Context: an optimization exercise on an open-source flow, tuned for small area. The choices shown serve that exercise and are no tape-out recipe.
The RTL was checked by simulation tests, not by an equivalence proof against the original design.
Power and IR drop assume default switching activity.

== run A ==
Design SystolicCore, start of the top module:
module SystolicCore(
	input clk,
	input rst,
	input start,
	input mode_conv_mm,
	input isac,
	input isrelu,
	input isbn,
	input [22:0] dfsm_config,
	input all_data_rdy,
	input pe_config_1_1,
	input pe_config_1_2,
	input pe_config_1_3,
	input pe_config_2_1,
	input pe_config_2_2,
	input pe_config_2_3,
	input [7:0] data_horz_1_1,
	input [7:0] data_horz_1_2,
	input [7:0] data_horz_1_3,
	input [7:0] data_horz_2_1,
	input [7:0] data_horz_2_2,
	input [7:0] data_horz_2_3,
	input [7:0] data_obli_1,
	input [7:0] data_obli_2,
	input [7:0] data_obli_3,
	input [7:0] data_obli_4,
	input [7:0] data_obli_5,
	input [7:0] data_obli_6,
	input [15:0] data_bn_1,
	input [15:0] data_bn_2,
	input data_bn_en,
	output data_preread,
	output [7:0] dout_1_1,
	output [7:0] dout_1_2,
	output [7:0] dout_1_3,
	output [7:0] dout_1_4,
	output [7:0] dout_2_1,
	output [7:0] dout_2_2,
	output [7:0] dout_2_3,
	output [7:0] dout_2_4,
	output dout_en_1_1,
	output dout_en_1_2,
	output dout_en_1_3,
	output dout_en_1_4,
	output dout_en_2_1,
	output dout_en_2_2,
	output dout_en_2_3,
	output dout_en_2_4
);
clock: 12.0 ns
lec_check: 0
cap_margin: 0
core_margin: 2
core_utilization: 55
cts_buf_list: sky130_fd_sc_hd__clkbuf_4
cts_cluster_diameter: 80
cts_cluster_size: 8
place_density: 0.65
slew_margin: 0
standard.sh (not shown) runs the stock make flow with config.mk's settings and CLKGATE_MAP_FILE= SYNTH_SCRIPT=/design/flow/synth_recipe.tcl, a recipe that flattens the netlist after the stock synthesis.
==> flow/flow/run.sh <==
#!/bin/bash
# The standard layout, with the port buffers made of the smallest buffer.
set -e
export BUFFER_PORTS_ARGS="-buffer_cell sky130_fd_sc_hd__buf_1"
bash standard.sh > standard_flow.log 2>&1
Run A: all stages complete, timing, DRC and antenna checks passed
Here is what was changed in the inputs of run B compared with run A.
- swapping 0.65 for 0.75 in PLACE_DENSITY
- swapping 55 for 65 in CORE_UTILIZATION
==> comparison <==
in -> out as the startpoint-to-endpoint class of the critical path was reported by run B, and reg -> out by run A. Diff run A -> run B | sequential cell power | down slightly. In the flow results for run A and run B, the combinational power is larger on run B. Run comparison: run A beginning of the critical path bank_2.ac_3.ipsum_reg[0]; run B beginning of the critical path isac. Run B ends up with higher post-detailed-route via-to-cell ratio than run A does. Summary of run B over run A: sequential group share of total power now smaller; logic gate share of total power moved up; first-pass GRT wire length lower. Switching component of the power on run B is down relative to run A. Worst hold slack delta for run B relative to run A: 62 ps higher.
Modified inputs, run C compared to run B
- PLACE_DENSITY changed from 0.75 to 0.7
- CTS_CLUSTER_DIAMETER changed from 80 to 60
- CORE_UTILIZATION changed from 65 to 60
==> comparison <==
From run B to run C the numbers moved as follows: relative contribution of combinational cells to total power went down by 0.4 points, share of total power in the clock network moved up.
Wire: run C routes more than run B
The fraction of final layout cells with drive strength greater than 1 of run C and that of run B are within noise of each other.

---

== main ==
Another version of the RTL of SystolicCore (not shown whole).
For scale: roughly 7,800 cells after synthesis, ~1,500 flip-flops, about 77,000 sq um of cells after synthesis.
Settings: LEC_CHECK=0, CAP_MARGIN=0, CORE_MARGIN=2, CORE_UTILIZATION=60, CTS_BUF_LIST=sky130_fd_sc_hd__clkbuf_4, CTS_CLUSTER_DIAMETER=60, CTS_CLUSTER_SIZE=8, PLACE_DENSITY=0.7, SLEW_MARGIN=0; clock period 12.0 ns.
Scripts as last shown in full above: flow/flow/run.sh
diff inputs: main => the feature branch
Settings: CTS_CLUSTER_DIAMETER: 60 -> 80.
Findings:
Lower worst hold slack after final layout was reported by main, not the feature branch.
Total power density per cell area (the feature branch vs. main) decreases slightly
Taking main as the reference, in the feature branch final cell count about even, switching portion of total power rose by 0.27 points.
Lower total net switching power goes to the feature branch over main.
The feature branch vs main: final setup slack of the worst path down

---

Another version of the RTL of SystolicCore (not shown whole).
Size: about 1500 flip-flops, ~240 I/O pins, ~0.079 mm^2 of cells after synthesis.
export LEC_CHECK = 0
export CAP_MARGIN = 0
export CORE_MARGIN = 2
export CORE_UTILIZATION = 60
export CTS_BUF_LIST = sky130_fd_sc_hd__clkbuf_4
export CTS_CLUSTER_DIAMETER = 80
export CTS_CLUSTER_SIZE = 9
export PLACE_DENSITY = 0.7
export SLEW_MARGIN = 0
create_clock -name core_clock -period 12.0 [get_ports {clk}]
Scripts as last shown in full above: flow/flow/run.sh
The first run passed the timing, DRC and antenna checks.
Then changed:
==> flow/run.sh (new file) <==
#!/bin/bash
# synth_recipe.tcl (not shown) runs the flow's synth.tcl, then flattens the netlist and writes it again
# the make line also repeats each setting of config.mk as NAME=value (left out here)
make -C /OpenROAD-flow-scripts/flow DESIGN_CONFIG=/design/flow/config.mk WORK_HOME=/design/flow/orfs CLKGATE_MAP_FILE= SYNTH_SCRIPT=/design/flow/synth_recipe.tcl finish
==> flow/config.mk (replaced) <==
export PLATFORM = sky130hd
export DESIGN_NAME = SystolicCore
export DESIGN_NICKNAME = SystolicCore
export VERILOG_FILES = /design/flow/design.v
export SDC_FILE = /design/flow/constraint.sdc
export NUM_CORES = 4
export LEC_CHECK = 0
export CAP_MARGIN = 20
export CORE_MARGIN = 2
export CORE_UTILIZATION = 45
export PLACE_DENSITY = 0.6
export SETUP_SLACK_MARGIN = 0.3
export SLEW_MARGIN = 20
removed: flow/flow/run.sh
removed: flow/standard.sh
Effect: Worst hold slack is worse by 0.0068 ns. Die area is higher by 33%. Sequential share of layout area is lower by 2.5 points. Setup slack is better by 0.048 ns. Routed wire length is higher by 4.6%. Flip-flop and latch count stays the same. Utilization is lower by 12 points. Clock-buffer cell count is higher by 24. First-iteration DRC count is lower by 17%. Cell count is higher by 6.7%. Area after synthesis stays the same.
Then changed:
==> flow/flow/run.sh (new file) <==
#!/bin/bash
# The standard layout, with the port buffers made of the smallest buffer.
set -e
export BUFFER_PORTS_ARGS="-buffer_cell sky130_fd_sc_hd__buf_1"
bash standard.sh > standard_flow.log 2>&1
==> flow/standard.sh (new file) <==
#!/bin/bash
# synth_recipe.tcl (not shown) runs the flow's synth.tcl, then flattens the netlist and writes it again
# the make line also repeats each setting of config.mk as NAME=value (left out here)
make -C /OpenROAD-flow-scripts/flow DESIGN_CONFIG=/design/flow/config.mk WORK_HOME=/design/flow/orfs CLKGATE_MAP_FILE= SYNTH_SCRIPT=/design/flow/synth_recipe.tcl "${@:-finish}"
--- a/flow/config.mk
+++ b/flow/config.mk
@@ -8 +8 @@
-export CAP_MARGIN = 20
+export CAP_MARGIN = 0
@@ -10,4 +10,6 @@
-export CORE_UTILIZATION = 45
-export PLACE_DENSITY = 0.6
-export SETUP_SLACK_MARGIN = 0.3
-export SLEW_MARGIN = 20
+export CORE_UTILIZATION = 60
+export CTS_BUF_LIST = sky130_fd_sc_hd__clkbuf_4 sky130_fd_sc_hd__clkbuf_8
+export CTS_CLUSTER_DIAMETER = 80
+export CTS_CLUSTER_SIZE = 9
+export PLACE_DENSITY = 0.7
+export SLEW_MARGIN = 0
removed: flow/run.sh
Result: Setup slack is worse by 0.037 ns; cell area falls by a few percent; clock power drops by well over a third; combinational power is lower by a little under a tenth; register-to-register slack gains 0.18 ns; core utilization climbs by 13 points; worst hold slack is about the same; area after synthesis is unchanged; wire length shrinks by a few percent.

[what the ideal ports hide]
No port has a modelled driver above. Below, the same layouts with a new extraction and two added sets of constraints.
Step 1: set_driving_cell puts a clkbuf_16 on clk and a buf_2 on each other input, an assumption about the parent block.
Step 2 moves the port delays by t, midway between the first and last clock arrival at a register: inputs arrive t later, outputs are due t later. That takes back most of the time a late clock gives input paths.
Three values: ideal ports, drivers, drivers and shift; two values: the first two.
run	shift t [ns]	setup WS [ns]	worst data-port slew with drivers (ns)	cell pins on the clock port's net
run A	1.303	1.309 / 1.238 / 1.447	0.11	1
run B	1.235	1.461 / 1.393 / 1.434	0.07	1
run C	1.246	1.449 / 1.375 / 1.435	0.08	1
main	1.278	1.414 / 1.345 / 1.535	0.07	1
the feature branch	1.304	1.362 / 1.292 / 1.479	0.06	1
the first run of note 3	1.248	1.073 / 1.011 / 1.011	0.13	1
the second run of note 3	0.873	1.121 / 1.046 / 1.046	0.16	1
the third run of note 3	0.981	1.084 / 1.023 / 1.023	0.13	1
After both steps setup and hold are still met in every run listed. For the second run of note 3, which loses most, drivers alone change the setup slack by -0.075 ns; drivers and shift together by -0.075 ns.
